Background: an optimization exercise with open tools, aiming at a short achievable clock period and few clock cycles. Do not read the settings as production practice. In this exercise RTL edits were held to simulation tests only and were not proved equivalent to the original.

===== flow/flow/run.sh =====
#!/bin/bash
# The standard layout, with the timing repair steps asked to leave 91 ns
# of setup slack at the 115 ns clock (paths of at most 24 ns), so that they
# also shorten the paths from the inputs and to the outputs.
set -euo pipefail
bash standard.sh SETUP_SLACK_MARGIN=91 finish > make_finish.log 2>&1

===== flow/standard.sh =====
#!/bin/bash
# synth_recipe.tcl (not shown) runs the flow's synth.tcl, then flattens the netlist and writes it again
# the make line also repeats each setting of config.mk as NAME=value (left out here)
make -C /OpenROAD-flow-scripts/flow DESIGN_CONFIG=/design/flow/config.mk WORK_HOME=/design/flow/orfs CLKGATE_MAP_FILE= SYNTH_SCRIPT=/design/flow/synth_recipe.tcl "${@:-finish}"

===== flow/config.mk =====
export PLATFORM = sky130hd
export DESIGN_NAME = MIPS
export DESIGN_NICKNAME = MIPS
export VERILOG_FILES = /design/flow/design.v
export SDC_FILE = /design/flow/constraint.sdc
export NUM_CORES = 4
export LEC_CHECK = 0
export CAP_MARGIN = 20
export CORE_MARGIN = 2
export CORE_UTILIZATION = 40
export SLEW_MARGIN = 20
export SYNTH_HIERARCHICAL = 1
export SYNTH_MINIMUM_KEEP_SIZE = 0

===== flow/constraint.sdc =====
create_clock -name core_clock -period 115.0 [get_ports {clk}]
set_input_delay 23.0000 -clock core_clock [delete_from_list [all_inputs] [get_ports {clk}]]
set_output_delay 23.0000 -clock core_clock [all_outputs]
set_load 0.01 [all_outputs]

===== flow/design.v =====
module RegisterFile(clk, ra1, ra2, rd1, rd2, we1, wa1, wd1, we2, wa2, wd2);
	input clk;
	input [4:0] ra1, ra2, wa1, wa2;
	input [31:0] wd1, wd2;
	input we1, we2;
	output [31:0] rd1, rd2;
	reg [31:0] R [0:31];
	integer i;
	always @(posedge clk) begin
		for (i = 0; i < 32; i = i + 1) begin
			if (we1 && wa1 == i)
				R[i] <= wd1;
			else if (we2 && wa2 == i)
				R[i] <= wd2;
		end
	end
	assign rd1 = R[ra1];
	assign rd2 = R[ra2];
endmodule
module MulDiv(clk, rst, start_mul, start_div, A, B, busy, HI, LO);
	input clk, rst, start_mul, start_div;
	input [31:0] A, B;
	output busy;
	output [31:0] HI, LO;
	reg mphase;
	reg [31:0] MA, MB;
	reg [31:0] PHI, PLO;		 
	wire [63:0] prod = $signed(MA) * $signed(MB);
	reg lastdiv;
	reg [2:0] dcnt;
	reg [31:0] DR, DQ, DD;
	reg [33:0] D3;
	reg qneg, rneg;
	wire [31:0] absA = A[31] ? -A : A;
	wire [31:0] absB = B[31] ? -B : B;
	reg [31:0] r, q;
	reg [33:0] sh;
	reg [34:0] t1, t2, t3;
	integer k;
	always @(*) begin
		r = DR;
		q = DQ;
		for (k = 0; k < 4; k = k + 1) begin
			sh = {r, q[31:30]};
			t1 = {1'b0, sh} - {3'b0, DD};
			t2 = {1'b0, sh} - {2'b0, DD, 1'b0};
			t3 = {1'b0, sh} - {1'b0, D3};
			q = {q[29:0], 2'b00};
			if (!t3[34]) begin
				r = t3[31:0];
				q[1:0] = 2'd3;
			end else if (!t2[34]) begin
				r = t2[31:0];
				q[1:0] = 2'd2;
			end else if (!t1[34]) begin
				r = t1[31:0];
				q[1:0] = 2'd1;
			end else
				r = sh[31:0];
		end
	end
	assign busy = mphase | (dcnt != 3'd0);
	assign LO = !lastdiv ? PLO : qneg ? -DQ : DQ;
	assign HI = !lastdiv ? PHI : rneg ? -DR : DR;
	always @(posedge clk) begin
		if (rst) begin
			mphase <= 1'b0;
			dcnt <= 3'd0;
		end else begin
			mphase <= start_mul;
			if (start_mul)
				dcnt <= 3'd0;
			else if (start_div)
				dcnt <= 3'd4;
			else if (dcnt != 3'd0)
				dcnt <= dcnt - 3'd1;
		end
	end
	always @(posedge clk) begin
		if (start_mul) begin
			MA <= A;
			MB <= B;
		end
		if (mphase) begin
			PHI <= prod[63:32];
			PLO <= prod[31:0];
		end
		if (start_div)
			lastdiv <= 1'b1;
		else if (mphase)
			lastdiv <= 1'b0;
		if (start_div) begin
			DR <= 32'b0;
			DQ <= absA;
			DD <= absB;
			D3 <= {2'b0, absB} + {1'b0, absB, 1'b0};
			qneg <= (A[31] ^ B[31]) && B != 32'b0;
			rneg <= A[31];
		end else if (dcnt != 3'd0) begin
			DR <= r;
			DQ <= q;
		end
	end
endmodule
module NextPC(Inst, FPC, fpc4, jrguess, early_sel, early_val, next);
	input [31:0] Inst, FPC, fpc4, jrguess, early_val;
	input early_sel;
	output [31:0] next;
	wire [5:0] fop = Inst[31:26];
	wire f_j = fop[5:1] == 5'b00001;
	wire f_br = fop[5:1] == 5'b00010;
	wire fsame = Inst[25:21] == Inst[20:16];
	wire f_jr = fop == 6'b000111;
	wire spred = f_j | f_jr | (f_br & (fop[0] ^ fsame));
	wire [9:0] fbt = fpc4[11:2] + Inst[9:0];
	wire [31:0] starget = f_j ? {{14{Inst[15]}}, Inst[15:0], 2'b00} : f_jr ? {jrguess[29:0], 2'b00} : {FPC[31:12], fbt, 2'b00};
	assign next = early_sel ? early_val : spred ? starget : fpc4;
endmodule
module MIPS(clk,rst,InstAdd,Inst,MemAdd,WriteData,MemRead,MemWrite,MemReadData);
	input clk,rst;
	input[31:0] Inst,MemReadData;
	output[31:0] InstAdd,MemAdd,WriteData;
	output MemRead,MemWrite;
	reg [31:0] FPC;			 
	reg [31:0] IA;			 
	reg [31:0] IR, IPC;		 
	reg IV;				 
	reg [31:0] HIR, HPC;		 
	reg useHold;
	assign InstAdd = IA;
	reg [31:0] MemAddR, WDR;
	reg MemReadR, MemWriteR;
	assign MemAdd = MemAddR;
	assign WriteData = WDR;
	assign MemRead = MemReadR;
	assign MemWrite = MemWriteR;
	reg [31:0] MDR;			 
	reg rsq;			 
	reg LP1, LP2;			 
	reg [4:0] LD1, LD2;		 
	wire [31:0] EI = useHold ? HIR : IR;
	wire [31:0] EPC = useHold ? HPC : IPC;
	wire EV = useHold | IV;
	wire [5:0] op = EI[31:26];
	wire [4:0] rs = EI[25:21];
	wire [4:0] rt = EI[20:16];
	wire [4:0] rd = EI[15:11];
	wire [31:0] simm = {{16{EI[15]}}, EI[15:0]};
	wire i_add  = op == 6'b100000;
	wire i_sub  = op == 6'b100010;
	wire i_and  = op == 6'b100100;
	wire i_or   = op == 6'b100101;
	wire i_xor  = op == 6'b100110;
	wire i_slt  = op == 6'b101010;
	wire i_addi = op == 6'b001000;
	wire i_slti = op == 6'b001010;
	wire i_lui  = op == 6'b001111;
	wire i_mult = op == 6'b011000;
	wire i_div  = op == 6'b011010;
	wire i_mflo = op == 6'b010000;
	wire i_mfhi = op == 6'b010001;
	wire i_lw   = op == 6'b100011;
	wire i_sw   = op == 6'b101011;
	wire i_beq  = op == 6'b000100;
	wire i_bne  = op == 6'b000101;
	wire i_j    = op == 6'b000010;
	wire i_jal  = op == 6'b000011;
	wire i_jr   = op == 6'b000111;
	wire rtype = i_add | i_sub | i_and | i_or | i_xor | i_slt;
	wire uses_rt = rtype | i_mult | i_div | i_sw | i_beq | i_bne;
	wire uses_rs = uses_rt | i_addi | i_slti | i_lw | i_jr;
	wire [31:0] rf1, rf2;
	wire [31:0] a = (LP2 && LD2 == rs) ? MDR : rf1;
	wire [31:0] b = (LP2 && LD2 == rt) ? MDR : rf2;
	wire md_busy;
	wire ld_haz = LP1 && ((uses_rs && LD1 == rs) || (uses_rt && LD1 == rt));
	wire md_haz = (i_mflo | i_mfhi) && md_busy;
	wire stall = EV && (ld_haz || md_haz);
	wire ex = EV && !stall;
	wire [31:0] bi = (i_addi | i_slti) ? simm : b;
	wire [31:0] sum = a + bi;
	wire [31:0] dif = a - b;
	wire lt = $signed(a) < $signed(bi);
	wire [31:0] pc4 = EPC + 32'd4;
	wire [31:0] MDHI, MDLO;
	reg [31:0] res;
	always @(*) begin
		case (1'b1)
			i_add, i_addi: res = sum;
			i_sub:  res = dif;
			i_and:  res = a & b;
			i_or:   res = a | b;
			i_xor:  res = a ^ b;
			i_slt, i_slti: res = {31'b0, lt};
			i_lui:  res = {EI[15:0], 16'b0};
			i_mflo: res = MDLO;
			i_mfhi: res = MDHI;
			default: res = pc4;	 
		endcase
	end
	wire we1 = ex && (rtype | i_addi | i_slti | i_lui | i_mflo | i_mfhi | i_jal);
	wire [4:0] wa1 = rtype ? rd : (i_addi | i_slti) ? rt : i_jal ? 5'd31 : rs;
	RegisterFile RF(clk, rs, rt, rf1, rf2, we1, wa1, res, LP2, LD2, MDR);
	MulDiv MD(clk, rsq, ex && i_mult, ex && i_div, a, b, md_busy, MDHI, MDLO);
	wire eq = a == b;
	wire taken = (i_beq & eq) | (i_bne & ~eq) | i_j | i_jal | i_jr;
	wire [31:0] btgt = pc4 + {simm[29:0], 2'b00};
	wire [31:0] target = i_jr ? {a[29:0], 2'b00} : (i_j | i_jal) ? {simm[29:0], 2'b00} : btgt;
	wire [31:0] nextpc = taken ? target : pc4;
	wire redirect = ex && (FPC != nextpc);
	wire [31:0] fpc4 = FPC + 32'd4;
	wire early_sel = rsq | stall | redirect;
	wire [31:0] early_val = rsq ? 32'b0 : stall ? FPC : nextpc;
	wire [31:0] fnext, fnext_o;
	NextPC NP(Inst, FPC, fpc4, res, early_sel, early_val, fnext);
	NextPC NPO(Inst, FPC, fpc4, res, early_sel, early_val, fnext_o);
	always @(posedge clk) begin
		IR <= Inst;
		FPC <= fnext;
		IA <= fnext_o;
		IPC <= FPC;
		MDR <= MemReadData;
		if (stall) begin
			HIR <= EI;
			HPC <= EPC;
		end
		rsq <= rst;
		MemReadR <= !rst && !rsq && ex && i_lw;
		MemWriteR <= !rst && !rsq && ex && i_sw;
		if (rsq) begin
			IV <= 1'b0;
			useHold <= 1'b0;
			LP1 <= 1'b0;
			LP2 <= 1'b0;
		end else begin
			IV <= !stall && !redirect;
			useHold <= stall;
			LP1 <= ex && i_lw;
			LP2 <= LP1 && !(we1 && wa1 == LD1);
		end
		if (ex && (i_lw | i_sw))
			MemAddR <= a + simm;
		if (ex && i_sw)
			WDR <= b;
		LD1 <= rt;
		LD2 <= LD1;
	end
endmodule

==> summary.txt <==
## how the worst min path moves through the flow
| stage | start | end | slack [ns] |
|---|---|---|---|
| 6_report | LD1[4] | LD2[4] | 0.44 |
| 5_1_grt | LD1[4] | LD2[4] | 0.45 |
| 4_1_cts | LD1[4] | LD2[4] | 0.44 |
| 3_5_place_dp | LD1[1] | LD2[1] | 0.42 |
| 3_3_place_gp | LD1[2] | LD2[2] | 0.42 |
| 2_1_floorplan | FPC[5] | IPC[5] | 0.33 |
## through the flow
step	cell area, um^2	instances	setup slack, ns	hold WS, ns	util
6_report	171000	21300	90.53	0.443	0.444
5_1_grt	171000	21200	90.51	0.451	0.444
4_1_cts	170000	21200	90.49	0.438	0.442
3_5_place_dp	164000	20800	88.83	0.424	0.425
3_3_place_gp	164000	20800	88.89	0.423	0.425
2_1_floorplan	155000	16100	90.40	0.329	-
## repair_timing
action	in CTS	in global routing
hold endpoints to repair	0	0
pin swaps	22	24
endpoints found under the setup margin	162	158
setup buffers	22	13
resized for setup	582	85
hold buffers	0	0
gates cloned	5	3
## cell families (layout without fill, tap and decap cells)
logic type / after synthesis / after routing / synth area share
compound gates: 3778 / 3778 / 0.167
simple gates: 4192 / 4194 / 0.130
xor+xnor: 704 / 704 / 0.0399
mux: 1268 / 1268 / 0.0911
buf+inv: 2584 / 2648 / 0.0672
flops: 1593 / 1593 / 0.296
fa+ha+maj: 1937 / 1937 / 0.210
other cells: 0 / 81 / 0
## per-module statistics from Yosys (local to each module, per instance)
module	times used	area [um^2]
NextPC	2	1740
MulDiv	1	70200
RegisterFile	1	57000
MIPS	1	24000
## synth_stat cells, drive strengths merged, types with 187 or more instances
| cell | count | share of area |
|---|---|---|
| a22oi | 913 | 0.044 |
| nor3 | 283 | 0.0097 |
| o21ai | 513 | 0.017 |
| xor2 | 277 | 0.016 |
| inv | 1572 | 0.038 |
| fa | 1100 | 0.14 |
| and2 | 345 | 0.014 |
| a21o | 210 | 0.010 |
| a21oi | 896 | 0.029 |
| dfxtp | 214 | 0.028 |
| mux2i | 187 | 0.012 |
| ha | 836 | 0.068 |
| mux2 | 1080 | 0.079 |
| nand2 | 1631 | 0.040 |
| xnor2 | 427 | 0.024 |
| nand3 | 195 | 0.0064 |
| buf | 351 | 0.013 |
| edfxtp | 1379 | 0.27 |
| clkbuf | 660 | 0.016 |
| nor2 | 838 | 0.021 |
## cell type report
class                   count  area, um^2  area share
diodes                     81         203     0.00118
clock buffers             234        5110      0.0299
clock inverters           105        1080     0.00634
inverters                1573        5910      0.0345
multi-input cells       11900      101000       0.589
flip-flops and latches   1593       45800       0.267
well taps                5060        6330      0.0370
repair buffers            736        5890      0.0344
## per-layer routing
metal  vias to the layer above  track usage  routed length (um)
met2                     11200        0.513              294000
met3                      3431        0.142              102000
met5                         -       0.0114                 755
met4                        43        0.248               65100
li1                      57200            -                   -
met1                     68200        0.440              261000
## state kept, by name (all words and copies together) (netlist names), 3 cells and up
register	count
LD2	5
RF.R	1024
MD.dcnt	3
IPC	32
IA	32
MD.DR	32
MemAddR	32
MD.D3	34
WDR	32
HPC	32
MDR	32
LD1	5
MD.MA	32
IR	32
MD.PHI	32
MD.PLO	32
HIR	32
MD.MB	32
FPC	32
MD.DQ	32
MD.DD	31
==> impl_metrics.yaml <==
setup_path:
  cp_num_cells: 1
  ff2ff_path_depth: 60
  critPathMaxFanout: 1
  crit_type: "reg2out"
  setup.worst_path.start: "WDR[10]"
  r2r-start: "MD.D3[0]"
  reg2reg_setup_slack_ns: 94.84
  endpoint: "WriteData[10]"
  crit_buf_inv: 1
  r2r-end: "MD.DR[14]"
  max_stage_delay_ns: 0.39
  critPathArrivalTime_ns: 1.47
  crit_path_start_kind: "flop"
  cp-end-kind: "output pin"
  critPathSlowestCell: "edfxtp_1"
  crit_family: "flip-flops"
  crit_chain: "buf_2"
  crit_required_ns: 92.00
outcome:
  status: "finished clean"
floorplan:
  start_util: 0.402
  rows: 228
  dieArea_mm2: 0.392
  core_region_area_mm2: 0.385
  fp.dieH_um: 626
  die_w_um: 626
  ios: 164
grt:
  grt_use_total: 0.359
  gr-total-overflow: 0
  grt_pass1_vias: 131000
  antenna_found_initial: 59
  grt_pass1_wl_um: 1000000
  grt_start_max_net_pins: 97
detailed_routing:
  drtAntennaViolNets: 0
  drc: 0
  vias_per_cell: 6.59
  drt-wirelength-per-cell_um: 34.0
  route.final.wire_length_um: 724000
  drtIter0Drc: 21600
  vias: 140000
  first_pass_iters: 13
finish:
  n_fill_cell: 37300
  fin_nets: 18000
  drive_gt1_frac: 0.157
  layout_common_cells: "nand2_1 (1608), inv_1 (1567), edfxtp_1 (1379), fa_1 (1097), mux2_2 (1078)"
  syn2layout_area_growth_pct: 10.7
  layout_commonest_cell: "nand2_1"
placed_design:
  gp_congestion: 1.02
  dpl.hpwl_um: 482000
  port_buffers: 163
synthesis:
  synth-seq-cells: 1593
  yosys_warnings: 10
  syn-num-nets: 18100
  synthCells: 16100
  synth_area_per_cell_um2: 9.63
  async_flop_share: 0
  synth_area_mm2: 0.155
  synth_flop_cell: "edfxtp_1"
  ys_types: 135
  ys_seq_area_frac: 0.296
  synth_edf_count: 1379
clocking:
  cts_made_buffers: 187
  clock-sinks: 1593
  clock_latency_ns: 0.95
  clkSlewWorstSetupHoldPaths_ns: 0.06
  clock-root-buffer: "clkbuf_16"
  clock_path_buffers: 4
  htree_levels: 4
  cts_tree: "done"
sta:
  setup_viol: 0
  rsz0062_at_grt: "true"
  slew_headroom: 0.123
  drv_slew: 0
  period_needed_ns: 24.47
  hold_viol_final: 0
  finalSetupTns_ns: 0
  post-route-period-util: 0.213
  tightest_slew_ns: 1.28
  max_freq_mhz: 40.9
  finClkSkew_ns: 0.105
min_path:
  hold_path_class: "reg2reg"
  whs_path_depth: 0
flow_run:
  drv_cap: 0
Testbench counts, summed over its fixed seeds: cycles 19,031.

## afterwards: timing with drivers on the ports
Ports are ideal in the flow. The routed layout listed here was re-timed in OpenROAD. Step 1: set_driving_cell puts a clkbuf_16 on clk and a buf_2 on each other input, an assumption about the parent block. Step 2 times the ports against the registers' clock, not the clock port: input delays grow and output delays shrink by t, the midpoint of the rising clock arrivals with the driver on. Slacks: ideal ports / drivers / drivers and shift; pairs: ideal ports / drivers.
shift t [ns]: 1.004
setup WS [ns]: 90.530 / 90.423 / 89.862
clock arrival spread, ns: 0.105 / 0.105
worst data-port slew with drivers (ns): 0.07
After both steps setup and hold are still met in this run. The setup slack of this run moves by -0.107 ns with the drivers and by -0.668 ns with both steps.
